Context: an optimization exercise on an open-source flow, tuned for small area. The choices shown serve that exercise and are no tape-out recipe. In this exercise RTL edits were held to simulation tests only and were not proved equivalent to the original. Power figures rest on the tool's default switching activity, not on a simulated workload.

===== flow/config.mk =====
export PLATFORM = sky130hd
export DESIGN_NAME = i2c_regs
export DESIGN_NICKNAME = i2c_regs
export VERILOG_FILES = /design/flow/design.v
export SDC_FILE = /design/flow/constraint.sdc
export NUM_CORES = 4
export LEC_CHECK = 0
export CAP_MARGIN = 20
export CORE_MARGIN = 2
export CORE_UTILIZATION = 40
export SLEW_MARGIN = 20

===== flow/constraint.sdc =====
create_clock -name core_clock -period 10.0 [get_ports {clk}]
set_input_delay 2.0000 -clock core_clock [delete_from_list [all_inputs] [get_ports {clk}]]
set_output_delay 2.0000 -clock core_clock [all_outputs]
set_load 0.01 [all_outputs]

===== flow/design.v =====
`timescale 1ns / 1ps
module i2c_regs (
	input  wire        clk,
	input  wire        rst_n,               
	input  wire        scl_i,
	output wire        scl_o,
	output wire        scl_t,
	input  wire        sda_i,
	output wire        sda_o,
	output wire        sda_t,
	input  wire        pll_lock,
	input  wire        second_pll_lock,
	input  wire        subg_delay_cflag,
	output wire        i2c_busy,
	output wire        i2c_addressed,
	output wire        i2c_bus_active,
	output reg         internal_rst,
	output reg         led_rst,
	output reg  [7:0]  ufl_p7_sel,
	output reg  [7:0]  ufl_p8_sel,
	output reg         subg_rx_invert,
	output reg         wifi_rx_invert,
	output reg         subg_sync_check_enable,
	output reg         wifi_sync_check_enable,
	output reg  [15:0] spi1_test_pattern,
	output reg  [15:0] spi2_test_pattern,
	output reg  [15:0] spi3_test_pattern,
	output reg  [15:0] spi4_test_pattern,
	output reg  [3:0]  spi_test_pattern_enable,
	output reg  [31:0] tx_lvds_test_pattern,
	output reg         tx_lvds_test_pattern_enable,
	output reg         subg_delay_loadn,
	output reg         subg_delay_move,
	output reg         subg_delay_direction
);
wire rst = !rst_n;
localparam [2:0]
    B_IDLE     = 3'd0,
    B_ADDRESS  = 3'd1,
    B_READ_1A  = 3'd2,    
    B_READ_1B  = 3'd3,    
    B_READ_2   = 3'd4,
    B_WRITE_1  = 3'd5,
    B_WRITE_2A = 3'd6,    
    B_WRITE_2B = 3'd7;    
reg [2:0] b_state, b_state_next;
localparam [2:0]
    S_IDLE    = 3'd0,
    S_ADDRESS = 3'd1,
    S_ACK     = 3'd2,
    S_WRITE_1 = 3'd3,
    S_WRITE_2 = 3'd4,
    S_READ_1  = 3'd5,
    S_READ_2  = 3'd6,
    S_READ_3  = 3'd7;
reg [2:0] s_state, s_state_next;
reg [7:0] s_data, s_data_next;
reg s_data_valid, s_data_valid_next;
reg s_out_valid, s_out_valid_next;        
reg s_mode_read, s_mode_read_next;
reg [2:0] s_bit_count, s_bit_count_next;
reg [7:0] m_tdata, m_tdata_next;          
reg m_tvalid, m_tvalid_next;
reg m_tlast, m_tlast_next;
reg scl_reg, sda_reg;
reg scl_n, sda_n;
reg [1:0] scl_c, sda_c;
reg scl_o_reg, scl_o_next, sda_o_reg, sda_o_next;
reg bus_active_reg;
reg bus_addressed_reg, bus_addressed_next;
assign scl_o = scl_o_reg;
assign scl_t = scl_o_reg;
assign sda_o = sda_o_reg;
assign sda_t = sda_o_reg;
assign i2c_bus_active = bus_active_reg;
assign i2c_addressed = bus_addressed_reg;
wire scl_new = scl_n && !scl_c[1];
wire sda_new = sda_n && !sda_c[1];
wire scl_posedge = scl_reg && scl_new;
wire scl_negedge = !scl_reg && scl_new;
wire start_bit = !sda_reg && sda_new && scl_reg;
wire stop_bit = sda_reg && sda_new && scl_reg;
wire scl_e = scl_i ^ scl_reg, scl_sw = scl_n && scl_c[1];
wire sda_e = sda_i ^ sda_reg, sda_sw = sda_n && sda_c[1];
reg [7:0] data_mux;                       
wire s_tready = s_state == S_READ_1 && !s_data_valid;
wire       m_tready;      
wire       rd_valid;      
wire [7:0] rd_data;
always @* begin
    s_state_next = S_IDLE;
    s_data_next = s_data;
    s_data_valid_next = s_data_valid;
    s_out_valid_next = s_out_valid;
    s_mode_read_next = s_mode_read;
    s_bit_count_next = s_bit_count;
    m_tdata_next = m_tdata;
    m_tvalid_next = m_tvalid && !m_tready;
    m_tlast_next = m_tlast;
    scl_o_next = scl_o_reg;
    sda_o_next = sda_o_reg;
    bus_addressed_next = bus_addressed_reg;
    if (start_bit || stop_bit) begin
        s_data_valid_next = 1'b0;
        s_out_valid_next = 1'b0;
        if (start_bit) s_bit_count_next = 3'd7;
        m_tlast_next = 1'b1;
        m_tvalid_next = s_out_valid;
        bus_addressed_next = 1'b0;
        s_state_next = start_bit ? S_ADDRESS : S_IDLE;
    end else begin
        case (s_state)
            S_IDLE: begin
                s_data_valid_next = 1'b0;
                s_out_valid_next = 1'b0;
                bus_addressed_next = 1'b0;
                s_state_next = S_IDLE;
            end
            S_ADDRESS: begin
                if (scl_posedge) begin
                    if (s_bit_count != 0) begin
                        s_bit_count_next = s_bit_count - 1;
                        s_data_next = {s_data[6:0], sda_reg};
                        s_state_next = S_ADDRESS;
                    end else if (s_data[6:0] == 7'h10) begin
                        s_mode_read_next = sda_reg;
                        bus_addressed_next = 1'b1;
                        s_state_next = S_ACK;
                    end else begin
                        s_state_next = S_IDLE;
                    end
                end else begin
                    s_state_next = S_ADDRESS;
                end
            end
            S_ACK: begin
                if (scl_negedge) begin
                    sda_o_next = 1'b0;
                    s_bit_count_next = 3'd7;
                    if (s_mode_read) begin
                        s_data_valid_next = 1'b0;
                        s_state_next = S_READ_1;
                    end else begin
                        s_state_next = S_WRITE_1;
                    end
                end else begin
                    s_state_next = S_ACK;
                end
            end
            S_WRITE_1: begin
                if (scl_negedge || !scl_o_reg) begin
                    sda_o_next = 1'b1;
                    if (m_tvalid && !m_tready) begin
                        scl_o_next = 1'b0;
                        s_state_next = S_WRITE_1;
                    end else begin
                        scl_o_next = 1'b1;
                        if (s_data_valid) begin
                            m_tdata_next = s_data;
                            m_tlast_next = 1'b0;
                        end
                        s_data_valid_next = 1'b0;
                        s_out_valid_next = s_data_valid;
                        s_state_next = S_WRITE_2;
                    end
                end else begin
                    s_state_next = S_WRITE_1;
                end
            end
            S_WRITE_2: begin
                if (scl_posedge) begin
                    s_data_next = {s_data[6:0], sda_reg};
                    if (s_bit_count != 0) begin
                        s_bit_count_next = s_bit_count - 1;
                        s_state_next = S_WRITE_2;
                    end else begin
                        m_tvalid_next = s_out_valid;
                        s_out_valid_next = 1'b0;
                        s_data_valid_next = 1'b1;
                        s_state_next = S_ACK;
                    end
                end else begin
                    s_state_next = S_WRITE_2;
                end
            end
            S_READ_1: begin
                if (s_tready && rd_valid) begin
                    s_data_next = rd_data;
                    s_data_valid_next = 1'b1;
                end
                if (scl_negedge || !scl_o_reg) begin
                    if (!s_data_valid) begin
                        scl_o_next = 1'b0;
                        s_state_next = S_READ_1;
                    end else begin
                        scl_o_next = 1'b1;
                        {sda_o_next, s_data_next} = {s_data, 1'b0};
                        if (s_bit_count != 0) begin
                            s_bit_count_next = s_bit_count - 1;
                            s_state_next = S_READ_1;
                        end else begin
                            s_state_next = S_READ_2;
                        end
                    end
                end else begin
                    s_state_next = S_READ_1;
                end
            end
            S_READ_2: begin
                if (scl_negedge) begin
                    sda_o_next = 1'b1;
                    s_state_next = S_READ_3;
                end else begin
                    s_state_next = S_READ_2;
                end
            end
            S_READ_3: begin
                if (scl_posedge) begin
                    if (sda_reg) begin
                        s_state_next = S_IDLE;
                    end else begin
                        s_bit_count_next = 3'd7;
                        s_data_valid_next = 1'b0;
                        s_state_next = S_READ_1;
                    end
                end else begin
                    s_state_next = S_READ_3;
                end
            end
        endcase
    end
end
always @(posedge clk) begin
    s_state <= s_state_next;
    s_data <= s_data_next;
    s_data_valid <= s_data_valid_next;
    s_out_valid <= s_out_valid_next;
    s_mode_read <= s_mode_read_next;
    s_bit_count <= s_bit_count_next;
    m_tdata <= (b_state == B_READ_1A) ? data_mux : m_tdata_next;
    m_tvalid <= m_tvalid_next;
    m_tlast <= m_tlast_next;
    scl_reg <= scl_reg ^ scl_sw;
    scl_n <= scl_sw || (scl_e && scl_c == 2'b11);
    scl_c <= {!scl_sw && scl_e && scl_c != 2'b00, scl_sw ? !scl_e : scl_e && !scl_c[0]};
    sda_reg <= sda_reg ^ sda_sw;
    sda_n <= sda_sw || (sda_e && sda_c == 2'b11);
    sda_c <= {!sda_sw && sda_e && sda_c != 2'b00, sda_sw ? !sda_e : sda_e && !sda_c[0]};
    scl_o_reg <= scl_o_next;
    sda_o_reg <= sda_o_next;
    if (start_bit) bus_active_reg <= 1'b1;
    else if (stop_bit) bus_active_reg <= 1'b0;
    bus_addressed_reg <= bus_addressed_next;
    if (rst) begin
        s_state <= S_IDLE;
        s_data <= 8'd0;
        s_data_valid <= 1'b0;
        s_out_valid <= 1'b0;
        s_mode_read <= 1'b0;
        s_bit_count <= 3'd0;
        m_tdata <= 8'd0;
        m_tvalid <= 1'b0;
        m_tlast <= 1'b0;
        scl_reg <= 1'b1;
        sda_reg <= 1'b1;
        scl_n <= 1'b0;
        sda_n <= 1'b0;
        scl_c <= 2'b00;
        sda_c <= 2'b00;
        scl_o_reg <= 1'b1;
        sda_o_reg <= 1'b1;
        bus_active_reg <= 1'b0;
        bus_addressed_reg <= 1'b0;
    end
end
reg b_count, b_count_next;                
reg b_last;
reg [15:0] b_addr, b_addr_next;
reg b_ready, b_ready_next;
reg b_rd_valid, b_rd_valid_next;
assign m_tready = b_ready;
assign rd_valid = b_rd_valid;
assign rd_data = m_tdata;
assign i2c_busy = b_state != B_IDLE;
wire b_take = b_ready && m_tvalid;
always @* begin
    b_state_next = B_IDLE;
    b_count_next = b_count;
    b_rd_valid_next = 1'b0;
    b_ready_next = 1'b0;
    b_addr_next = b_addr;
    case (b_state)
        B_IDLE: begin
            if (m_tvalid) begin
                b_count_next = 1'b1;
                b_state_next = B_ADDRESS;
            end else if (s_tready && !b_rd_valid) begin
                b_state_next = B_READ_1A;
            end
        end
        B_ADDRESS: begin
            b_ready_next = 1'b1;
            if (b_take) begin
                if (b_count) b_addr_next[15:8] = m_tdata;
                else b_addr_next[7:0] = m_tdata;
                b_count_next = 1'b0;
                if (m_tlast) b_state_next = B_IDLE;
                else if (!b_count) b_state_next = B_WRITE_1;
                else b_state_next = B_ADDRESS;
            end else begin
                b_state_next = B_ADDRESS;
            end
        end
        B_READ_1A: begin
            b_state_next = B_READ_1B;
        end
        B_READ_1B: begin
            b_addr_next = b_addr + 16'd1;
            b_state_next = B_READ_2;
        end
        B_READ_2: begin
            if (m_tvalid || !bus_addressed_reg) begin
                b_state_next = B_IDLE;
            end else if (s_tready && !b_rd_valid) begin
                b_rd_valid_next = 1'b1;
                b_state_next = B_IDLE;
            end else begin
                b_state_next = B_READ_2;
            end
        end
        B_WRITE_1: begin
            b_ready_next = 1'b1;
            if (b_take) begin
                b_state_next = B_WRITE_2A;
            end else begin
                b_state_next = B_WRITE_1;
            end
        end
        B_WRITE_2A: begin
            b_state_next = B_WRITE_2B;
        end
        B_WRITE_2B: begin
            b_addr_next = b_addr + 16'd1;
            b_state_next = b_last ? B_IDLE : B_WRITE_1;
        end
    endcase
end
always @(posedge clk) begin
    b_state <= b_state_next;
    b_count <= b_count_next;
    if (b_take) b_last <= m_tlast;
    b_addr <= b_addr_next;
    b_ready <= b_ready_next;
    b_rd_valid <= b_rd_valid_next;
    if (rst) begin
        b_state <= B_IDLE;
        b_count <= 1'b0;
        b_last <= 1'b0;
        b_addr <= 16'd0;
        b_ready <= 1'b0;
        b_rd_valid <= 1'b0;
    end
end
wire hi_zero = b_addr[15:5] == 11'd0;
wire [22:0] dec;
genvar gi;
generate
	for (gi = 0; gi < 23; gi = gi + 1) begin : g_dec
		assign dec[gi] = hi_zero && b_addr[4:0] == gi;
	end
endgenerate
reg [7:0] reg0, reg1, reg2;
wire wr = b_state == B_WRITE_2A;
wire [7:0] wdat = m_tdata;
always @(posedge clk) begin
	if (rst) begin
	  reg0 <= 8'h00;
	  reg1 <= 8'h00;
	  reg2 <= 8'h00;
	  internal_rst <= 1'b0;
	  led_rst <= 1'b0;
	  ufl_p7_sel <= 8'd7;
	  ufl_p8_sel <= 8'd8;
	  subg_rx_invert <= 1'b1;
	  wifi_rx_invert <= 1'b1;
	  spi1_test_pattern <= 16'hdead;
	  spi2_test_pattern <= 16'hbeef;
	  spi3_test_pattern <= 16'ha5a5;
	  spi4_test_pattern <= 16'h5a5a;
	  spi_test_pattern_enable <= 4'd0;
	  tx_lvds_test_pattern <= { 2'b10, 14'h3ffe, 2'b01, 14'h3fff };
	  tx_lvds_test_pattern_enable <= 1'b1;
	  subg_sync_check_enable <= 1'b1;
	  wifi_sync_check_enable <= 1'b1;
	  subg_delay_loadn <= 1'b0;
	  subg_delay_move <= 1'b0;
	  subg_delay_direction <= 1'b0;
	end
	else if (wr) begin
		if (dec[0]) reg0 <= wdat;
		if (dec[1]) reg1 <= wdat;
		if (dec[2]) reg2 <= wdat;
		if (dec[4]) {led_rst, internal_rst} <= wdat[1:0];
		if (dec[5]) ufl_p7_sel <= wdat;
		if (dec[6]) ufl_p8_sel <= wdat;
		if (dec[7]) {wifi_sync_check_enable, subg_sync_check_enable, wifi_rx_invert, subg_rx_invert} <= wdat[3:0];
		if (dec[8]) spi1_test_pattern[15:8] <= wdat;
		if (dec[9]) spi1_test_pattern[7:0] <= wdat;
		if (dec[10]) spi2_test_pattern[15:8] <= wdat;
		if (dec[11]) spi2_test_pattern[7:0] <= wdat;
		if (dec[12]) spi3_test_pattern[15:8] <= wdat;
		if (dec[13]) spi3_test_pattern[7:0] <= wdat;
		if (dec[14]) spi4_test_pattern[15:8] <= wdat;
		if (dec[15]) spi4_test_pattern[7:0] <= wdat;
		if (dec[16]) spi_test_pattern_enable <= wdat[3:0];
		if (dec[17]) tx_lvds_test_pattern[31:24] <= wdat;
		if (dec[18]) tx_lvds_test_pattern[23:16] <= wdat;
		if (dec[19]) tx_lvds_test_pattern[15:8] <= wdat;
		if (dec[20]) tx_lvds_test_pattern[7:0] <= wdat;
		if (dec[21]) tx_lvds_test_pattern_enable <= wdat[0];
		if (dec[22]) {subg_delay_direction, subg_delay_move, subg_delay_loadn} <= wdat[2:0];
	end
end
always @* begin
	data_mux = ({8{dec[0]}} & reg0)
	         | ({8{dec[1]}} & reg1)
	         | ({8{dec[2]}} & reg2)
	         | ({8{dec[3]}} & { 6'b0, second_pll_lock, pll_lock })
	         | ({8{dec[4]}} & { 6'b0, led_rst, internal_rst })
	         | ({8{dec[5]}} & ufl_p7_sel)
	         | ({8{dec[6]}} & ufl_p8_sel)
	         | ({8{dec[7]}} & { 4'b0, wifi_sync_check_enable, subg_sync_check_enable, wifi_rx_invert, subg_rx_invert })
	         | ({8{dec[8]}} & spi1_test_pattern[15:8])
	         | ({8{dec[9]}} & spi1_test_pattern[7:0])
	         | ({8{dec[10]}} & spi2_test_pattern[15:8])
	         | ({8{dec[11]}} & spi2_test_pattern[7:0])
	         | ({8{dec[12]}} & spi3_test_pattern[15:8])
	         | ({8{dec[13]}} & spi3_test_pattern[7:0])
	         | ({8{dec[14]}} & spi4_test_pattern[15:8])
	         | ({8{dec[15]}} & spi4_test_pattern[7:0])
	         | ({8{dec[16]}} & { 4'b0, spi_test_pattern_enable })
	         | ({8{dec[17]}} & tx_lvds_test_pattern[31:24])
	         | ({8{dec[18]}} & tx_lvds_test_pattern[23:16])
	         | ({8{dec[19]}} & tx_lvds_test_pattern[15:8])
	         | ({8{dec[20]}} & tx_lvds_test_pattern[7:0])
	         | ({8{dec[21]}} & {7'b0, tx_lvds_test_pattern_enable})
	         | ({8{dec[22]}} & {4'b0, subg_delay_cflag, subg_delay_direction, subg_delay_move, subg_delay_loadn})
	         | {8{~|dec}};
end
endmodule

===== flow/flow/run.sh =====
#!/bin/bash
# Own layout flow: the standard synthesis, unchanged; then the
# combinational logic between the registers is re-mapped for area with ABC,
# several scripts in parallel (registers, their names and cell types are
# kept; each new netlist is proven combinationally equivalent to the
# standard one with Yosys, and the smallest proven one is used); then the
# standard ORFS layout with small port buffers and a clock tree with larger
# sink clusters and no dummy loads.
# Each tool's full output goes to a log file of its own in this folder.
set -euo pipefail
WORK=$(pwd)
FLOWDIR=$WORK/flow
YOSYS=$(command -v yosys || echo /OpenROAD-flow-scripts/tools/install/yosys/bin/yosys)
LIB=$FLOW_HOME/platforms/sky130hd/lib/sky130_fd_sc_hd__tt_025C_1v80.lib
RES=$WORK/orfs/results/$FLOW_PLATFORM/i2c_regs/base
source $FLOWDIR/knobs.sh

# 1. standard synthesis
bash standard.sh synth > log_1_synth.log 2>&1
cp $RES/1_2_yosys.v $WORK/std_synth.v

# 2. area re-mapping of the combinational logic, one ABC script per job
remap_one() {
  local i=$1
  sed -e "s#@LIB@#$LIB#g" -e "s#@IN@#$WORK/std_synth.v#g" -e "s#@OUT@#$WORK/remap_$i.v#g" \
      -e "s#@ABC@#$FLOWDIR/remap_$i.abc#g" -e "s#@STAT@#$WORK/remap_stat_$i.txt#g" \
      $FLOWDIR/remap.ys > $WORK/remap_run_$i.ys
  sed -e "s#@LIB@#$LIB#g" -e "s#@A@#$WORK/std_synth.v#g" -e "s#@B@#$WORK/remap_$i.v#g" \
      $FLOWDIR/cec.ys > $WORK/cec_run_$i.ys
  if timeout 1800 $YOSYS -s $WORK/remap_run_$i.ys > log_2_remap_$i.log 2>&1 \
     && timeout 1200 $YOSYS -s $WORK/cec_run_$i.ys > log_3_cec_$i.log 2>&1; then
    awk '/Chip area/ {print $NF}' $WORK/remap_stat_$i.txt > $WORK/remap_area_$i.txt
  fi
}
for i in 1 2 3 4; do remap_one $i & done
wait
best=""; best_area=""
for i in 1 2 3 4; do
  if [[ -s $WORK/remap_area_$i.txt ]]; then
    a=$(cat $WORK/remap_area_$i.txt)
    if [[ -z "$best" ]] || awk -v a="$a" -v b="$best_area" 'BEGIN {exit !(a < b)}'; then
      best=$i; best_area=$a
    fi
  fi
done
if [[ -n "$best" ]]; then
  echo "using remap_$best.v (area $best_area), proven equivalent" > remap_status.txt
  cp $WORK/remap_$best.v $RES/1_2_yosys.v
  rm -f $RES/1_synth.odb
else
  echo "no remap proven; keeping the standard netlist" > remap_status.txt
fi

# 3. layout
bash standard.sh "${KNOBS[@]}" finish > log_4_layout.log 2>&1

===== flow/flow/cec.ys =====
# Combinational equivalence of the re-mapped netlist with the standard one,
# with the flip-flops (same names in both) as cut points.
read_liberty -ignore_miss_func @LIB@
read_verilog @A@
rename i2c_regs gold
read_verilog @B@
rename i2c_regs gate
hierarchy -check
flatten -noscopeinfo
opt_clean
rename -hide w:_*
equiv_make gold gate equiv
hierarchy -top equiv
equiv_simple
equiv_status -assert

===== flow/flow/knobs.sh =====
KNOBS=(
  "BUFFER_PORTS_ARGS=-buffer_cell sky130_fd_sc_hd__buf_1"
  "CTS_ARGS=-sink_clustering_enable -repair_clock_nets -buf_list sky130_fd_sc_hd__clkbuf_8 -dont_use_dummy_load -sink_clustering_size 16 -sink_clustering_max_diameter 60"
)

===== flow/flow/remap.ys =====
# Re-map the combinational cells of the standard synthesis for area.
# Flip-flop cells are black boxes, so they keep their instance names and types.
read_liberty -ignore_miss_func @LIB@
read_verilog @IN@
hierarchy -top i2c_regs
blackbox sky130_fd_sc_hd__dfxtp_1 sky130_fd_sc_hd__dfxtp_2 sky130_fd_sc_hd__dfxtp_4 sky130_fd_sc_hd__edfxtp_1 sky130_fd_sc_hd__dfrtp_1 sky130_fd_sc_hd__dfstp_1 sky130_fd_sc_hd__dfxbp_1 sky130_fd_sc_hd__sdfxtp_1
flatten -noscopeinfo
rename -hide w:*.*
opt_clean -purge
# library cells back to black boxes with port directions for the mapped netlist
delete =sky130_fd_sc_hd__*
read_liberty -lib -ignore_miss_func @LIB@
hierarchy -top i2c_regs
abc -liberty @LIB@ -dont_use sky130_fd_sc_hd__probe_p_8 -dont_use sky130_fd_sc_hd__probec_p_8 -dont_use *lpflow* -script @ABC@ -D 10000
splitnets
opt_clean -purge
hilomap -singleton -hicell sky130_fd_sc_hd__conb_1 HI -locell sky130_fd_sc_hd__conb_1 LO
insbuf -buf sky130_fd_sc_hd__buf_4 A X
check -assert
tee -o @STAT@ stat -liberty @LIB@
write_verilog -noattr -nohex -nodec @OUT@

===== flow/flow/remap_1.abc =====
strash
&get -n
&deepsyn -T 150 -S 1
&put
&get -n
&dch -f
&nf -p -R 1000
&put
topo

===== flow/flow/remap_2.abc =====
strash
dc2
&get -n
&deepsyn -T 150 -S 7
&put
&get -n
&dch -f
&nf -p -R 1000
&put
topo

===== flow/flow/remap_3.abc =====
strash
&get -n
&deepsyn -T 150 -S 13
&put
dch -f
amap -m
topo

===== flow/flow/remap_4.abc =====
strash
&get -n
&deepsyn -T 150 -S 21
&put
&get -n
&dch -f
&nf -p -a -R 1000
&put
topo

===== flow/standard.sh =====
#!/bin/bash
# synth_recipe.tcl (not shown) runs the flow's synth.tcl, then flattens the netlist and writes it again
# the make line also repeats each setting of config.mk as NAME=value (left out here)
make -C /OpenROAD-flow-scripts/flow DESIGN_CONFIG=/design/flow/config.mk WORK_HOME=/design/flow/orfs CLKGATE_MAP_FILE= SYNTH_SCRIPT=/design/flow/synth_recipe.tcl "${@:-finish}"

==> qor.yml, run 1 <==
initial_core_util: 0.409
wl_per_cell_um: 23.5
clock-root-buffer: "clkbuf_8"
num_vias: 8493
drive_gt1_frac: 0.0245
mostFrequentLayoutCells: "212 x dfxtp_1, 148 x nand2_1, 138 x buf_1"
crit_path_frequent_cell: "and3_1"
final-instance-count-excl-fill: 1372
rsz0062_at_grt: "false"
tns_ps: 0
clock_latency_ps: 540
cts_tree: "yes"
coreArea_mm2: 0.0203
ys_warn_count: 1
numCtsBuffers: 17
n_antenna_cell: 0
p_leak_nw: 3.07
fin_total_pwr_mw: 1.32
post-route-cell-area_mm2: 0.00945
min_path_type: "reg -> reg"
cp.arrival_ps: 4240
largest_reg_flops: 32
cp_slowest_cell: "dfxtp_1"
finalSetupViolCount: 0
fin_crit_sh: 0.383
clk_pin_slew_worst_paths_ps: 110
cap_viol_max_count: 0
grt_pass1_vias: 7709
cts_resized: 0
status: "complete, no violations"
avgSynthCellArea_um2: 8.84
setup_slack_ps: 6170
synth_nets: 946
skew_ps: 48.4
fp.dieW_um: 148
hold_buffers: 0
fmax_mhz: 261
gp_congestion: 0.957
first_iter_violations: 818
max-slew-margin-rel: 0.181
design.die.area_mm2: 0.0219
grt_use_total: 0.284
final_util: 0.465
pre_cts_ws_ps: 5860
cts_setup_buffers: 0
dr.pass1.iters: 7
hpwlAfterDp_um: 22600
htree_num_levels: 1
cp-end-kind: "flop"
fin_crit_ps: 3830
hold_viol_final: 0
netlist_area_mm2: 0.00830
worstPathRequired_ps: 10410
clockBufferDepth: 3
placed_area_mm2: 0.00922
routed_via_density: 6.19
regMostFlops: "tx_lvds_test_pattern"
portBuffers: 139
pin_count: 140
syn_inst: 939
path_cells: "nand2_1 > nor3_1 > and3_1 > and2_0 > and3_1 > and2_0 > and3_1 > and3_1 > and2_0 > nor3_1 > a221oi_1"
grt_max_degree: 71
syn_to_final_growth_pct: 13.8
critPathMaxFanout: 15
rows: 52
cts.sinks: 212
path_class: "reg -> reg"
layout_commonest_cell: "dfxtp_1"
die_y_um: 148
powerDensity_mw_per_mm2: 140
finalNetCount: 1111
start_kind: "flop"
nFillCells: 2106
grt_pass1_wl_um: 47700
finalMaxSlewViolations: 0
holdWs_ps: 465
postRouteAntennaNets: 0
critPathMaxStageDelay_ps: 620
antenna_found_initial: 0
worst_pin_slew_ps: 1220
worst_ir_drop_vdd_mv: 0.106
drc: 0
grt_overflow_total: 0
postRouteWirelength_um: 32200
dp_cells: 1355
-- worst paths after layout --
| path | startpoint | end | slack, ps | cells past startpoint |
|---|---|---|---|---|
| max reg2reg | b_addr[1] | b_addr[15] | 6170 | 11 |
| min | reg0[2] | reg0[2] | 470 | 2 |
| max | b_addr[1] | b_addr[15] | 6170 | 11 |
| min reg2reg | reg0[2] | reg0[2] | 470 | 2 |
-- per-layer routing --
metal | part of all wire | track usage
met1 | 0.42 | 0.390
met2 | 0.43 | 0.429
met3 | 0.11 | 0.0853
met4 | 0.038 | 0.0967
met5 | 0 | 0
-- where the power goes --
group | leakage (nW) | total (mW) | internal (mW) | switching (mW)
Sequential | 1.71 | 0.850 | 0.847 | 0.00349
Clock | 0.122 | 0.433 | 0.154 | 0.279
Combinational | 1.24 | 0.0400 | 0.00716 | 0.0329
-- layout make-up --
class	count	area [um2]	share of cell area
Sequential cell	212	4240	0.449
Multi-Input combinational cell	706	3970	0.420
Timing Repair Buffer	148	591	0.0625
Tap cell	270	338	0.0358
Clock buffer	17	234	0.0248
Inverter	19	71.3	0.00755
-- critical path: cells and delay by family, from the launching register on --
family	cells	cell delay, ps
AO/OA/AOI/OAI	1	190
flip-flops	1	620
AND/OR/NAND/NOR	10	2880
==> inputs of run 2 (changes only) <==
--- a/flow/design.v
+++ b/flow/design.v
@@ -196,3 +196,4 @@
                         scl_o_next = 1'b1;
-                        {sda_o_next, s_data_next} = {s_data, 1'b0};
+                        sda_o_next = s_data[7];
+                        s_data_next = {s_data[6:0], sda_reg};
                         if (s_bit_count != 0) begin
--- a/flow/flow/run.sh
+++ b/flow/flow/run.sh
@@ -3,3 +3,3 @@
 # combinational logic between the registers is re-mapped for area with ABC,
-# several scripts in parallel (registers, their names and cell types are
+# eight scripts, four at a time (registers, their names and cell types are
 # kept; each new netlist is proven combinationally equivalent to the
@@ -36,4 +36,6 @@
 wait
+for i in 5 6 7 8; do remap_one $i & done
+wait
 best=""; best_area=""
-for i in 1 2 3 4; do
+for i in 1 2 3 4 5 6 7 8; do
   if [[ -s $WORK/remap_area_$i.txt ]]; then
--- a/flow/flow/remap.ys
+++ b/flow/flow/remap.ys
@@ -17,3 +17,3 @@
 hilomap -singleton -hicell sky130_fd_sc_hd__conb_1 HI -locell sky130_fd_sc_hd__conb_1 LO
-insbuf -buf sky130_fd_sc_hd__buf_4 A X
+insbuf -buf sky130_fd_sc_hd__buf_1 A X
 check -assert
==> flow/flow/remap_1.abc (replaced) <==
strash
&get -n
&deepsyn -T 150 -S 11
&put
&get -n
&dch -f
&nf -p -R 1000
&put
topo
==> flow/flow/remap_2.abc (replaced) <==
strash
dc2
&get -n
&deepsyn -T 150 -S 22
&put
&get -n
&dch -f
&nf -p -R 1000
&put
topo
==> flow/flow/remap_3.abc (replaced) <==
strash
&get -n
&deepsyn -T 150 -S 33
&put
&get -n
&dch -f
&nf -p -R 1000
&put
topo
==> flow/flow/remap_4.abc (replaced) <==
strash
dc2
&get -n
&deepsyn -T 150 -S 44
&put
&get -n
&dch -f
&nf -p -R 1000
&put
topo
==> flow/flow/remap_5.abc (new file) <==
strash
&get -n
&deepsyn -T 150 -S 55
&put
&get -n
&dch -f
&nf -p -R 1000
&put
topo
==> flow/flow/remap_6.abc (new file) <==
strash
dc2
&get -n
&deepsyn -T 150 -S 66
&put
&get -n
&dch -f
&nf -p -R 1000
&put
topo
==> flow/flow/remap_7.abc (new file) <==
strash
&get -n
&deepsyn -T 150 -S 77
&put
&get -n
&dch -f
&nf -p -R 1000
&put
topo
==> flow/flow/remap_8.abc (new file) <==
strash
dc2
&get -n
&deepsyn -T 150 -S 88
&put
&get -n
&dch -f
&nf -p -R 1000
&put
topo
==> run 2 against run 1 <==
Clock power up 5.1%. Power up 0.98%. Synthesized cell count up 4.0%. Worst setup slack worse by 19 ps. Register-to-register slack better by 470 ps. Sequential share of layout area up 0.28 points. Critical path depth down 7. Fmax down 0.50%. Via count up 0.21%. Largest power group unchanged.
==> qor.yml, run 2 <==
status: "complete, no violations"
dr.pass1.iters: 5  # -2
worstPathRequired_ps: 10320  # -90 ps
drive_gt1_frac: 0.0280  # +0.00352
htree_num_levels: 1  # unchanged
crit_start: "rst_n"
cts.sinks: 212  # unchanged
wl_met2_um: 13800  # -0.26%
cts_tree: "yes"
cp-end-kind: "flop"
synth_nets: 984  # +4.0%
initial_core_util: 0.406  # -0.00288
coreArea_mm2: 0.0202  # -0.64%
grt_max_degree: 42  # -41%
r2r-start: "b_addr[1]"
mostFrequentLayoutCells: "212 x dfxtp_1, 163 x nor2_1, 138 x buf_1"
syn_inst: 977  # +4.0%
syn_to_final_growth_pct: 14.7
largest_reg_flops: 32  # unchanged
fin_crit_sh: 0.385  # +0.00193
antenna_found_initial: 0  # unchanged
wl_met1_um: 13300  # -1.6%
fmax_mhz: 260  # -0.50%
tns_ps: 0  # unchanged
finalMaxSlewViolations: 0  # unchanged
pin_count: 140  # unchanged
gp_congestion: 0.928  # -3.0%
fin_crit_ps: 3850  # +19.3 ps
grt_pass1_wl_um: 47400  # -0.56%
drc: 0  # unchanged
num_vias: 8511  # +0.21%
worst_pin_slew_ps: 1250  # +26.6 ps
hold_buffers: 0  # unchanged
top_layer: "met4"
clock-root-buffer: "clkbuf_8"
ys_warn_count: 1  # unchanged
grt_overflow_total: 0  # unchanged
finalSetupViolCount: 0  # unchanged
regMostFlops: "tx_lvds_test_pattern"
path_class: "in -> reg"
pre_cts_ws_ps: 5710  # -152 ps
rows: 52  # unchanged
avgSynthCellArea_um2: 8.38  # -5.2%
cts_setup_buffers: 0  # unchanged
fin_total_pwr_mw: 1.34  # +0.98%
hold_viol_final: 0  # unchanged
clock_latency_ps: 530  # about the same
first_iter_violations: 953  # +17%
rsz0062_at_grt: "false"
min_path_type: "reg -> reg"
p_leak_nw: 3.10  # +1.0%
skew_ps: 50.0  # +1.55 ps
die_y_um: 147  # -0.66%
n_antenna_cell: 0  # unchanged
finalNetCount: 1151  # +3.6%
postRouteAntennaNets: 0  # unchanged
numCtsBuffers: 19  # +2
wl_met3_um: 3450  # -4.6%
cts_resized: 0  # unchanged
netlist_area_mm2: 0.00819  # -1.3%
grt_pass1_vias: 7775  # +0.86%
portBuffers: 139  # unchanged
setup_slack_ps: 6150  # -19.3 ps
postRouteWirelength_um: 31300  # -2.6%
grt_use_total: 0.282  # -0.00253
cap_viol_max_count: 0  # unchanged
clk_pin_slew_worst_paths_ps: 100  # about the same
wl_per_cell_um: 22.2  # -5.4%
clockBufferDepth: 3  # unchanged
min_from: "reg0[7]"
critPathMaxFanout: 24  # +9
layout_commonest_cell: "dfxtp_1"
start_kind: "input pin"
worst_ir_drop_vdd_mv: 0.0847  # -20%
cp.arrival_ps: 4160  # -80 ps
fp.dieW_um: 147  # -0.66%
max-slew-margin-rel: 0.164  # -0.0178
routed_via_density: 6.03  # -2.6%
design.die.area_mm2: 0.0216  # -1.3%
hpwlAfterDp_um: 22500  # -0.53%
powerDensity_mw_per_mm2: 142  # +1.6%
-- run 2: path summary, 6_finish.rpt --
| path | to | slack (ps) | cells past startpoint |
|---|---|---|---|
| max | wifi_sync_check_enable | 6150 | 4 |
| min | reg0[7] | 470 | 2 |
| max reg2reg | m_tdata[7] | 6640 | 8 |
| min reg2reg | reg0[7] | 470 | 2 |
-- run 2: worst max-delay path: stages --
cell	delay, ps
clkbuf_2	400
clkinv_1	520
nor2_1	1090
a21oi_1	120
-- run 2: per-stage QoR --
step	util	area, um2	cells	hold slack [ps]
detailed placement	0.452	9110	1392	446
CTS	0.465	9370	1411	469
finish	0.466	9390	1412	469
floorplan	-	8190	977	424
global route	0.466	9390	1412	481
global placement	0.452	9110	1392	437
-- run 2: cell type report --
type | count | area (um2)
flip-flops and latches | 212 | 4240
clock buffers | 19 | 262
repair buffers | 148 | 594
well taps | 270 | 338
fillers | 2084 | 10800
inverters | 18 | 67.6
multi-input cells | 745 | 3880
-- run 2: routing by layer --
layer | vias to the layer above | GRT usage
met3 | 63 | 0.0590
met2 | 484 | 0.428
met5 | - | 0
met4 | 0 | 0.0808
met1 | 4052 | 0.406
li1 | 3912 | -
-- run 2: power breakdown --
group	switching [mW]	internal, mW
sequential	0.00171	0.845
clock	0.284	0.171
combinational	0.0282	0.00643
==> inputs of run 3 (changes only) <==
--- a/flow/design.v
+++ b/flow/design.v
@@ -88,3 +88,2 @@
 wire       rd_valid;      
-wire [7:0] rd_data;
 always @* begin
@@ -187,3 +186,2 @@
                 if (s_tready && rd_valid) begin
-                    s_data_next = rd_data;
                     s_data_valid_next = 1'b1;
@@ -235,3 +233,3 @@
     s_state <= s_state_next;
-    s_data <= s_data_next;
+    s_data <= (b_state == B_READ_1A) ? data_mux : s_data_next;
     s_data_valid <= s_data_valid_next;
@@ -240,3 +238,3 @@
     s_bit_count <= s_bit_count_next;
-    m_tdata <= (b_state == B_READ_1A) ? data_mux : m_tdata_next;
+    m_tdata <= m_tdata_next;
     m_tvalid <= m_tvalid_next;
@@ -283,3 +281,2 @@
 assign rd_valid = b_rd_valid;
-assign rd_data = m_tdata;
 assign i2c_busy = b_state != B_IDLE;
==> run 3 against run 2 <==
Utilization shrank 0.41 points. Non-clock buffer count down 4. Cell count down 6.2%. Largest power group unchanged. First-iteration DRC count fell by 27%. Critical path depth up 2. Highest routed layer is now met5. Via count down 7.4%. Critical endpoint is now m_tdata[1].
==> qor.yml, run 3 <==
start_kind: "input pin"
antenna_found_initial: 1  # +1
syn_to_final_growth_pct: 13.8
postRouteAntennaNets: 0  # unchanged
grt_use_total: 0.255  # -0.0273
synth_nets: 903  # -8.2%
initial_core_util: 0.406  # -0.000553
drc: 0  # unchanged
cts_setup_buffers: 0  # unchanged
fp.dieW_um: 147  # -0.22%
largest_reg_flops: 32  # unchanged
combPwrFrac: 0.032  # +0.006
clock-root-buffer: "clkbuf_8"
n_antenna_cell: 0  # unchanged
final_util: 0.461  # -0.00410
cts_resized: 0  # unchanged
hold_viol_final: 0  # unchanged
fin_crit_ps: 3620  # -224 ps
htree_num_levels: 1  # unchanged
fin_crit_sh: 0.362  # -0.0224
finalSetupViolCount: 0  # unchanged
post-route-cell-area_mm2: 0.00928  # -1.2%
clock_latency_ps: 520  # about the same
cts_tree: "yes"
worst_ir_drop_vdd_mv: 0.0663  # -22%
finalMaxSlewViolations: 0  # unchanged
path_class: "in -> reg"
routed_via_density: 5.95  # -1.3%
clkPwrFrac: 0.323  # -0.017
worstPathRequired_ps: 10370  # +50 ps
p_sw_frac: 0.234  # -0.00126
avgSynthCellArea_um2: 9.10  # +8.5%
gp_congestion: 0.896  # -3.5%
postRouteWirelength_um: 28600  # -8.7%
max-slew-margin-rel: 0.376  # +0.213
clockBufferDepth: 3  # unchanged
min_path_cells: 2  # unchanged
wl_per_cell_um: 21.6  # -2.7%
cts.sinks: 212  # unchanged
pin_count: 140  # unchanged
clk_pin_slew_worst_paths_ps: 100  # about the same
placed_area_mm2: 0.00904  # -0.73%
pwr-share-seq: 0.645  # +0.011
syn_inst: 896  # -8.3%
die_y_um: 147  # -0.22%
worstRegToRegCells: 11  # +3
min_path_type: "reg -> reg"
design.die.area_mm2: 0.0215  # -0.45%
hpwlAfterDp_um: 20200  # -10%
grt_pass1_wl_um: 42700  # -9.9%
p_switching_uw: 308  # -1.9%
grt_max_degree: 51  # +21%
rows: 52  # unchanged
cp_slowest_cell: "buf_4"
regMostFlops: "tx_lvds_test_pattern"
critPathMaxStageDelay_ps: 520  # -570 ps
finalNetCount: 1064  # -7.6%
path_cells: "buf_2 > buf_4 > buf_4 > and2_0 > and3_1 > o21ai_0"
ys_warn_count: 1  # unchanged
netlist_area_mm2: 0.00815  # -0.46%
mostFrequentLayoutCells: "212 x dfxtp_1, 144 x nand2_1, 138 x buf_1"
critical-path-top-delay-family: "buffers and inverters"
dr.pass1.iters: 5  # unchanged
worst_pin_slew_ps: 926  # -324 ps
critPathBufInv: 3  # +1
numCtsBuffers: 17  # -2
cp.arrival_ps: 4000  # -160 ps
fin_total_pwr_mw: 1.32  # -1.4%
rsz0062_at_grt: "false"
first_iter_violations: 699  # -27%
status: "complete, no violations"
grt_overflow_total: 0  # unchanged
hold_buffers: 0  # unchanged
grt_pass1_vias: 7296  # -6.2%
cap_viol_max_count: 0  # unchanged
powerDensity_mw_per_mm2: 142  # -0.17%
crit_path_frequent_cell: "buf_4"
p_leak_nw: 3.05  # -1.6%
coreArea_mm2: 0.0201  # -0.32%
cp.depth: 6  # +2
p_int_mw: 1.01  # -1.2%
critPathMaxFanout: 50  # +110%
layout_commonest_cell: "dfxtp_1"
num_vias: 7879  # -7.4%
skew_ps: 26.3  # -23.6 ps
fmax_mhz: 276  # +6.2%
cp-end-kind: "flop"
portBuffers: 139  # unchanged
drive_gt1_frac: 0.0218  # -0.00622
tns_ps: 0  # unchanged
run 3: per-stage QoR:
step                worst slack, ps  hold slack, ps  cells
finish                         6380             463   1325
floorplan                      7130             420    896
detailed placement             5850             444   1308
global route                   5960             485   1325
global placement               5970             435   1308
CTS                            6350             467   1325
run 3: worst min-delay path, stage by stage (launching register included):
cell     delay [ps]
dfxtp_1         330
nand2_1          40
o21ai_0          60
run 3: power by group through the flow:
stage / clock network (mW) / logic [mW] / registers, mW
after floorplan: 0 / 0.0229 / 0.869
after global placement: 0 / 0.0414 / 0.870
after detailed placement: 0 / 0.0415 / 0.870
after CTS: 0.433 / 0.0417 / 0.851
after global routing: 0.464 / 0.0453 / 0.852
final: 0.425 / 0.0422 / 0.851
run 3: path summary, 6_finish.rpt:
check	endpoint	startpoint	slack, ps
worst max register to register	b_addr[15]	b_addr[0]	6390
worst max-delay path	m_tdata[1]	rst_n	6380
worst min register to register	reg0[3]	reg0[3]	460
worst min-delay path	reg0[3]	reg0[3]	460
run 3: final cells by class:
class                           count  area, um2
Multi-Input combinational cell    677       3880
Timing Repair Buffer              144        561
Inverter                            5       18.8
Clock buffer                       17        234
Fill cell                        2061      10800
Tap cell                          270        338
Sequential cell                   212       4240
run 3: layer usage:
| layer | vias to the layer above | routed length (um) | GRT usage |
|---|---|---|---|
| li1 | 3695 | - | - |
| met1 | 3782 | 12200 | 0.345 |
| met2 | 334 | 12800 | 0.398 |
| met3 | 66 | 2270 | 0.0416 |
| met4 | 2 | 1290 | 0.119 |
| met5 | - | 11 | 0 |
==> inputs of run 4 (changes only) <==
--- a/flow/design.v
+++ b/flow/design.v
@@ -151,15 +151,10 @@
                     sda_o_next = 1'b1;
-                    if (m_tvalid && !m_tready) begin
-                        scl_o_next = 1'b0;
-                        s_state_next = S_WRITE_1;
-                    end else begin
-                        scl_o_next = 1'b1;
-                        if (s_data_valid) begin
-                            m_tdata_next = s_data;
-                            m_tlast_next = 1'b0;
-                        end
-                        s_data_valid_next = 1'b0;
-                        s_out_valid_next = s_data_valid;
-                        s_state_next = S_WRITE_2;
+                    scl_o_next = 1'b1;
+                    if (s_data_valid) begin
+                        m_tdata_next = s_data;
+                        m_tlast_next = 1'b0;
                     end
+                    s_data_valid_next = 1'b0;
+                    s_out_valid_next = s_data_valid;
+                    s_state_next = S_WRITE_2;
                 end else begin
@@ -185,3 +180,3 @@
             S_READ_1: begin
-                if (s_tready && rd_valid) begin
+                if (rd_valid) begin
                     s_data_valid_next = 1'b1;
@@ -319,10 +314,4 @@
         B_READ_2: begin
-            if (m_tvalid || !bus_addressed_reg) begin
-                b_state_next = B_IDLE;
-            end else if (s_tready && !b_rd_valid) begin
-                b_rd_valid_next = 1'b1;
-                b_state_next = B_IDLE;
-            end else begin
-                b_state_next = B_READ_2;
-            end
+            b_rd_valid_next = !m_tvalid && bus_addressed_reg;
+            b_state_next = B_IDLE;
         end
==> flow/flow/knobs.sh (replaced) <==
KNOBS=(
  "BUFFER_PORTS_ARGS=-buffer_cell sky130_fd_sc_hd__buf_1"
  "CTS_ARGS=-sink_clustering_enable -repair_clock_nets -buf_list sky130_fd_sc_hd__clkbuf_8 -dont_use_dummy_load -sink_clustering_size 17 -sink_clustering_max_diameter 50"
  "CORE_UTILIZATION=60"
  "PLACE_DENSITY=0.75"
)
==> run 4 against run 3 <==
Still clean on timing, DRC and antenna. Register-to-register slack got worse by 100 ps. Die area fell by 33%. Count of clock-buffer cells in the layout rose by 1. Combinational power fell by 0.9%. Wire length fell by 1.9%. Sequential power barely moved. Sequential share of layout area rose by 0.82 points. Worst setup slack got worse by 440 ps. Clock power barely moved. Via count rose by 4.8%. Critical path type unchanged. Critical endpoint is now reg0[0].
==> qor.yml, run 4 <==
grt_overflow_total: 0  # unchanged
initial_core_util: 0.614  # +0.208
gp_congestion: 0.964  # +7.6%
routed_via_density: 6.58  # +11%
pre_cts_ws_ps: 5530  # -325 ps
grt_use_total: 0.376  # +0.122
fp.dieW_um: 120  # -18%
antenna_found_initial: 0  # -1
clock_latency_ps: 500  # -20 ps
crit_path_frequent_cell: "buf_4"
grt_pass1_wl_um: 41800  # -2.3%
cts_setup_buffers: 0  # unchanged
path_class: "in -> reg"
hpwlAfterDp_um: 20100  # -0.56%
avgSynthCellArea_um2: 8.79  # -3.4%
mostFrequentLayoutCells: "212 x dfxtp_1, 138 x buf_1, 130 x nand2_1"
largest_reg_flops: 32  # unchanged
pin_count: 140  # unchanged
cap_viol_max_count: 0  # unchanged
cp-end-kind: "flop"
netlist_area_mm2: 0.00810  # -0.68%
start_kind: "input pin"
fin_total_pwr_mw: 1.32  # +0.40%
n_antenna_cell: 0  # unchanged
dr.pass1.iters: 6  # +1
skew_ps: 49.0  # +22.6 ps
fin_crit_sh: 0.406  # +0.0441
wl_per_cell_um: 22.3  # +3.4%
finalSetupViolCount: 0  # unchanged
critPathBufInv: 4  # +1
setup_slack_ps: 5940  # -441 ps
drc: 0  # unchanged
drive_gt1_frac: 0.0222  # +0.000421
final_util: 0.691  # +0.229
critPathMaxStageDelay_ps: 650  # +130 ps
syn_inst: 921  # +2.8%
num_vias: 8259  # +4.8%
hold_buffers: 0  # unchanged
numCtsBuffers: 18  # +1
clock-root-buffer: "clkbuf_8"
portBuffers: 139  # unchanged
cts.sinks: 212  # unchanged
worst_ir_drop_vdd_mv: 0.129  # +94%
ys_warn_count: 1  # unchanged
fin_crit_ps: 4060  # +441 ps
design.die.area_mm2: 0.0144  # -33%
die_y_um: 120  # -18%
clk_pin_slew_worst_paths_ps: 90  # about the same
finalMaxSlewViolations: 0  # unchanged
p_leak_nw: 3.04  # -0.16%
postRouteAntennaNets: 0  # unchanged
coreArea_mm2: 0.0132  # -34%
finalNetCount: 1089  # +2.3%
grt_pass1_vias: 7239  # -0.78%
critical-path-top-delay-family: "buffers and inverters"
worst_pin_slew_ps: 1120  # +191 ps
synth_nets: 928  # +2.8%
htree_num_levels: 1  # unchanged
min_path_type: "reg -> reg"
tns_ps: 0  # unchanged
fmax_mhz: 246  # -11%
holdWs_ps: 452  # -11.2 ps
rows: 42  # -19%
cp_slowest_cell: "a21oi_1"
rsz0062_at_grt: "false"
status: "complete, no violations"
clockBufferDepth: 3  # unchanged
syn_to_final_growth_pct: 12.5
cts_resized: 0  # unchanged
worstPathRequired_ps: 10410  # +40 ps
postRouteWirelength_um: 28100  # -1.9%
cp.arrival_ps: 4470  # +470 ps
layout_commonest_cell: "dfxtp_1"
critPathMaxFanout: 53  # +6.0%
r2r_slack_ps: 6290  # -100 ps
regMostFlops: "tx_lvds_test_pattern"
first_iter_violations: 1558  # +120%
hold_viol_final: 0  # unchanged
path_cells: "clkbuf_2 > buf_4 > buf_4 > clkinv_1 > a21oi_1 > nand2_1 > o21ai_0"
powerDensity_mw_per_mm2: 145  # +2.2%
cts_tree: "yes"
max-slew-margin-rel: 0.255  # -0.121
grt_max_degree: 54  # +5.9%
==> run 4: stage by stage <==
step                      area (um2)  cells
after floorplan                 8100    921
after global placement          8860   1238
after detailed placement        8860   1238
after CTS                       9110   1256
after global routing            9110   1256
final                           9110   1256
==> run 4: final cells by class <==
class	instances	area, um2
flip-flops and latches	212	4240
fillers	1143	4080
multi-input cells	700	3820
repair buffers	143	553
clock buffers	18	248
well taps	176	220
inverters	7	26.3
==> run 4: path summary, 6_finish.rpt <==
kind / start / end / depth (start not counted)
min reg2reg: b_last / b_last / 2
min: b_last / b_last / 2
max: rst_n / reg0[0] / 7
max reg2reg: b_addr[1] / b_addr[15] / 11
==> run 4: power by group <==
group	leakage (nW)	internal [mW]	switching, mW
registers	1.71	0.848	0.00538
logic	1.20	0.0100	0.0317
clock network	0.129	0.162	0.266
total	3.04	1.02	0.303
==> run 4: worst register-to-register path: cells and delay by family (launching register included) <==
kind               cells  cell delay (ps)
DFF                    1              470
AOI/OAI and AO/OA      1              200
and+or+nand+nor       10             2980
==> run 4: per-layer routing <==
metal | global-route usage | part of all wire
met2 | 0.566 | 0.43
met5 | 0 | 0
met4 | 0.199 | 0.055
met3 | 0.0840 | 0.12
met1 | 0.507 | 0.39
==> inputs of run 5 (changes only) <==
--- a/flow/design.v
+++ b/flow/design.v
@@ -138,8 +138,3 @@
                     s_bit_count_next = 3'd7;
-                    if (s_mode_read) begin
-                        s_data_valid_next = 1'b0;
-                        s_state_next = S_READ_1;
-                    end else begin
-                        s_state_next = S_WRITE_1;
-                    end
+                    s_state_next = s_mode_read ? S_READ_1 : S_WRITE_1;
                 end else begin
--- a/flow/flow/run.sh
+++ b/flow/flow/run.sh
@@ -3,7 +3,7 @@
 # combinational logic between the registers is re-mapped for area with ABC,
-# eight scripts, four at a time (registers, their names and cell types are
+# twelve scripts (different ABC seeds), four at a time (registers, their names and cell types are
 # kept; each new netlist is proven combinationally equivalent to the
 # standard one with Yosys, and the smallest proven one is used); then the
-# standard ORFS layout with small port buffers and a clock tree with larger
-# sink clusters and no dummy loads.
+# standard ORFS layout with small port buffers, a denser placement, and a
+# clock tree with larger sink clusters and no dummy loads (knobs.sh).
 # Each tool's full output goes to a log file of its own in this folder.
@@ -34,8 +34,8 @@
 }
-for i in 1 2 3 4; do remap_one $i & done
-wait
-for i in 5 6 7 8; do remap_one $i & done
-wait
+for batch in "1 2 3 4" "5 6 7 8" "9 10 11 12"; do
+  for i in $batch; do remap_one $i & done
+  wait
+done
 best=""; best_area=""
-for i in 1 2 3 4 5 6 7 8; do
+for i in $(seq 1 12); do
   if [[ -s $WORK/remap_area_$i.txt ]]; then
==> flow/flow/remap_1.abc (replaced) <==
strash
&get -n
&deepsyn -T 150 -S 10
&put
&get -n
&dch -f
&nf -p -R 1000
&put
topo
==> flow/flow/remap_10.abc (new file) <==
strash
dc2
&get -n
&deepsyn -T 150 -S 73
&put
&get -n
&dch -f
&nf -p -R 1000
&put
topo
==> flow/flow/remap_11.abc (new file) <==
strash
&get -n
&deepsyn -T 150 -S 80
&put
&get -n
&dch -f
&nf -p -R 1000
&put
topo
==> flow/flow/remap_12.abc (new file) <==
strash
dc2
&get -n
&deepsyn -T 150 -S 87
&put
&get -n
&dch -f
&nf -p -R 1000
&put
topo
==> flow/flow/remap_2.abc (replaced) <==
strash
dc2
&get -n
&deepsyn -T 150 -S 17
&put
&get -n
&dch -f
&nf -p -R 1000
&put
topo
==> flow/flow/remap_3.abc (replaced) <==
strash
&get -n
&deepsyn -T 150 -S 24
&put
&get -n
&dch -f
&nf -p -R 1000
&put
topo
==> flow/flow/remap_4.abc (replaced) <==
strash
dc2
&get -n
&deepsyn -T 150 -S 31
&put
&get -n
&dch -f
&nf -p -R 1000
&put
topo
==> flow/flow/remap_5.abc (replaced) <==
strash
&get -n
&deepsyn -T 150 -S 38
&put
&get -n
&dch -f
&nf -p -R 1000
&put
topo
==> flow/flow/remap_6.abc (replaced) <==
strash
dc2
&get -n
&deepsyn -T 150 -S 45
&put
&get -n
&dch -f
&nf -p -R 1000
&put
topo
==> flow/flow/remap_7.abc (replaced) <==
strash
&get -n
&deepsyn -T 150 -S 52
&put
&get -n
&dch -f
&nf -p -R 1000
&put
topo
==> flow/flow/remap_8.abc (replaced) <==
strash
dc2
&get -n
&deepsyn -T 150 -S 59
&put
&get -n
&dch -f
&nf -p -R 1000
&put
topo
==> flow/flow/remap_9.abc (new file) <==
strash
&get -n
&deepsyn -T 150 -S 66
&put
&get -n
&dch -f
&nf -p -R 1000
&put
topo
==> run 5 against run 4 <==
Sequential share of layout area fell by 0.25 points. Die area grew 0.16%. Combinational power shrank 22%. Synthesized cell count rose by 4.3%. Clock skew fell by 13 ps. Count of clock-buffer cells in the layout grew 1. Clock power rose by 5.1%. Design area rose by 0.55%. Hold slack got worse by 3.8 ps. Register-to-register slack improved by 440 ps. First-iteration DRC count down 25%. Largest cell class unchanged.
==> qor.yml, run 5 <==
status: "complete, no violations"
antenna_found_initial: 0  # unchanged
drive_gt1_frac: 0.0249  # +0.00269
start_kind: "input pin"
final_util: 0.692  # +0.00104
grt_pass1_vias: 7626  # +5.3%
numCtsBuffers: 19  # +1
holdWs_ps: 448  # -3.84 ps
critPathBufInv: 4  # unchanged
clock-root-buffer: "clkbuf_8"
final-instance-count-excl-fill: 1300  # +3.5%
cts_setup_buffers: 0  # unchanged
grt_pass1_wl_um: 43600  # +4.3%
postRouteAntennaNets: 0  # unchanged
gp_congestion: 0.984  # +2.0%
regMostFlops: "tx_lvds_test_pattern"
layout_commonest_cell: "dfxtp_1"
fp.dieW_um: 120  # about the same
hold_buffers: 0  # unchanged
worst_ir_drop_vdd_mv: 0.127  # -1.3%
critical-path-top-delay-family: "buffers and inverters"
cts.sinks: 212  # unchanged
clk_pin_slew_worst_paths_ps: 90  # about the same
syn_inst: 961  # +4.3%
worst_pin_slew_ps: 1200  # +84.0 ps
clkPwrFrac: 0.339  # +0.016
cts_tree: "yes"
ys_warn_count: 1  # unchanged
p_int_mw: 1.02  # about the same
fin_total_pwr_mw: 1.33  # +0.39%
cp_slowest_cell: "nor2_1"
p_leak_nw: 3.12  # +2.6%
rsz0062_at_grt: "false"
nFillCells: 1190  # +4.1%
design.die.area_mm2: 0.0145  # +0.16%
worstPathRequired_ps: 10370  # -40 ps
powerDensity_mw_per_mm2: 145  # -0.16%
postRouteWirelength_um: 28900  # +3.2%
hold_viol_final: 0  # unchanged
p_switching_uw: 308  # +1.6%
cap_viol_max_count: 0  # unchanged
critPathMaxStageDelay_ps: 940  # +290 ps
p_sw_frac: 0.232  # +0.00279
dr.pass1.iters: 5  # -1
initial_core_util: 0.613  # -0.00140
netlist_area_mm2: 0.00811  # +0.17%
cp.arrival_ps: 4550  # +80 ps
setup_slack_ps: 5820  # -117 ps
fmax_mhz: 239  # -2.8%
finalSetupViolCount: 0  # unchanged
clockBufferDepth: 3  # unchanged
die_y_um: 120  # about the same
combPwrFrac: 0.025  # -0.007
clock_latency_ps: 530  # +30 ps
mostFrequentLayoutCells: "212 x dfxtp_1, 158 x nor2_1, 138 x nand2_1, 138 x buf_1, 103 x a21oi_1"
grt_overflow_total: 0  # unchanged
post-route-cell-area_mm2: 0.00916  # +0.55%
num_vias: 8535  # +3.3%
syn_to_final_growth_pct: 13.0
pwr-share-seq: 0.636  # -0.009
avgSynthCellArea_um2: 8.44  # -4.0%
fin_crit_ps: 4180  # +117 ps
grt_use_total: 0.391  # +0.0145
rows: 42  # unchanged
n_antenna_cell: 0  # unchanged
fin_crit_sh: 0.418  # +0.0117
finalNetCount: 1133  # +4.0%
drc: 0  # unchanged
htree_num_levels: 1  # unchanged
cp-end-kind: "flop"
pin_count: 140  # unchanged
skew_ps: 36.4  # -12.6 ps
hpwlAfterDp_um: 19900  # -0.90%
grt_max_degree: 61  # +13%
wl_per_cell_um: 22.3  # -0.33%
synth_nets: 968  # +4.3%
critPathMaxFanout: 60  # +13%
min_path_type: "reg -> reg"
portBuffers: 139  # unchanged
coreArea_mm2: 0.0132  # +0.40%
crit_path_frequent_cell: "buf_4"
first_iter_violations: 1164  # -25%
dp_cells: 1281  # +3.5%
pre_cts_ws_ps: 5300  # -226 ps
largest_reg_flops: 32  # unchanged
placed_area_mm2: 0.00890  # +0.41%
path_cells: "clkbuf_2 > buf_4 > clkinv_1 > buf_4 > nor2_1 > a31oi_1"
routed_via_density: 6.57  # -0.16%
max-slew-margin-rel: 0.196  # -0.0590
path_class: "in -> reg"
cts_resized: 0  # unchanged
tns_ps: 0  # unchanged
finalMaxSlewViolations: 0  # unchanged
## run 5: power by group through the flow
stage	Combinational [mW]	Clock (mW)	Sequential (mW)
finish	0.0327	0.450	0.845
global route	0.0340	0.476	0.846
global placement	0.0307	0	0.865
CTS	0.0309	0.445	0.845
floorplan	0.0155	0	0.865
detailed placement	0.0307	0	0.865
## run 5: final cells by class
type	count	area (um2)	share of cell area
clock buffer	19	262	0.0285
inverter	11	41.3	0.00451
multi-input combinational	736	3820	0.417
sequential	212	4240	0.463
tap	176	220	0.0240
timing repair buffer	146	576	0.0628
## run 5: tightest hold or removal path, delay by kind of cell, from the launching register on
kind / cells / cell delay [ps]
AOI/OAI and AO/OA: 1 / 40
DFF: 1 / 320
buffers and inverters: 1 / 40
## run 5: metal layers
metal / GRT usage / part of all wire / wire length [um] / up-vias
met3: 0.0774 / 0.12 / 3570 / 107
met5: 0 / 0 / 0 / -
met2: 0.583 / 0.44 / 12700 / 608
met4: 0.169 / 0.043 / 1250 / 0
li1: - / - / - / 3845
met1: 0.553 / 0.40 / 11500 / 3975
## run 5: worst paths after layout
path / from / depth (start not counted) / to / slack (ps)
hold / removal: s_mode_read / 2 / s_mode_read / 450
hold reg to reg: s_mode_read / 2 / s_mode_read / 450
setup reg to reg: b_addr[0] / 11 / b_addr[15] / 6730
setup / recovery: rst_n / 6 / ufl_p7_sel[2] / 5820

what the ideal ports hide:
In the flow no input, the clock included, has a driving cell. The finished layouts below were timed again as built, in two steps. Step 1 (the two cells are an assumption about what drives the block):
set clk [get_ports {clk}]
set_driving_cell -lib_cell sky130_fd_sc_hd__clkbuf_16 $clk
set_driving_cell -lib_cell sky130_fd_sc_hd__buf_2 [delete_from_list [all_inputs] $clk]
Step 2 adds t to the input delays and takes it off the output delays; t is the mean of the earliest and latest rising clock arrival at the registers after step 1. Input paths then give back, and output paths get back, about the clock's delay inside the block. Three values: ideal ports, drivers, drivers and shift; two values: the first two.
run | t, ns | setup WS [ns] | clock arrival spread, ns
run 1 | 0.563 | 6.172 / 6.172 / 5.779 | 0.054 / 0.054
run 2 | 0.553 | 6.153 / 6.176 / 5.623 | 0.050 / 0.050
run 3 | 0.550 | 6.377 / 6.337 / 5.846 | 0.027 / 0.027
run 4 | 0.522 | 5.936 / 5.951 / 5.428 | 0.061 / 0.061
run 5 | 0.554 | 5.819 / 5.835 / 5.281 | 0.046 / 0.046
After both steps setup and hold are still met in every run listed. The setup slack of run 5, which loses most, moves by +0.016 ns with the drivers and by -0.538 ns with both steps.
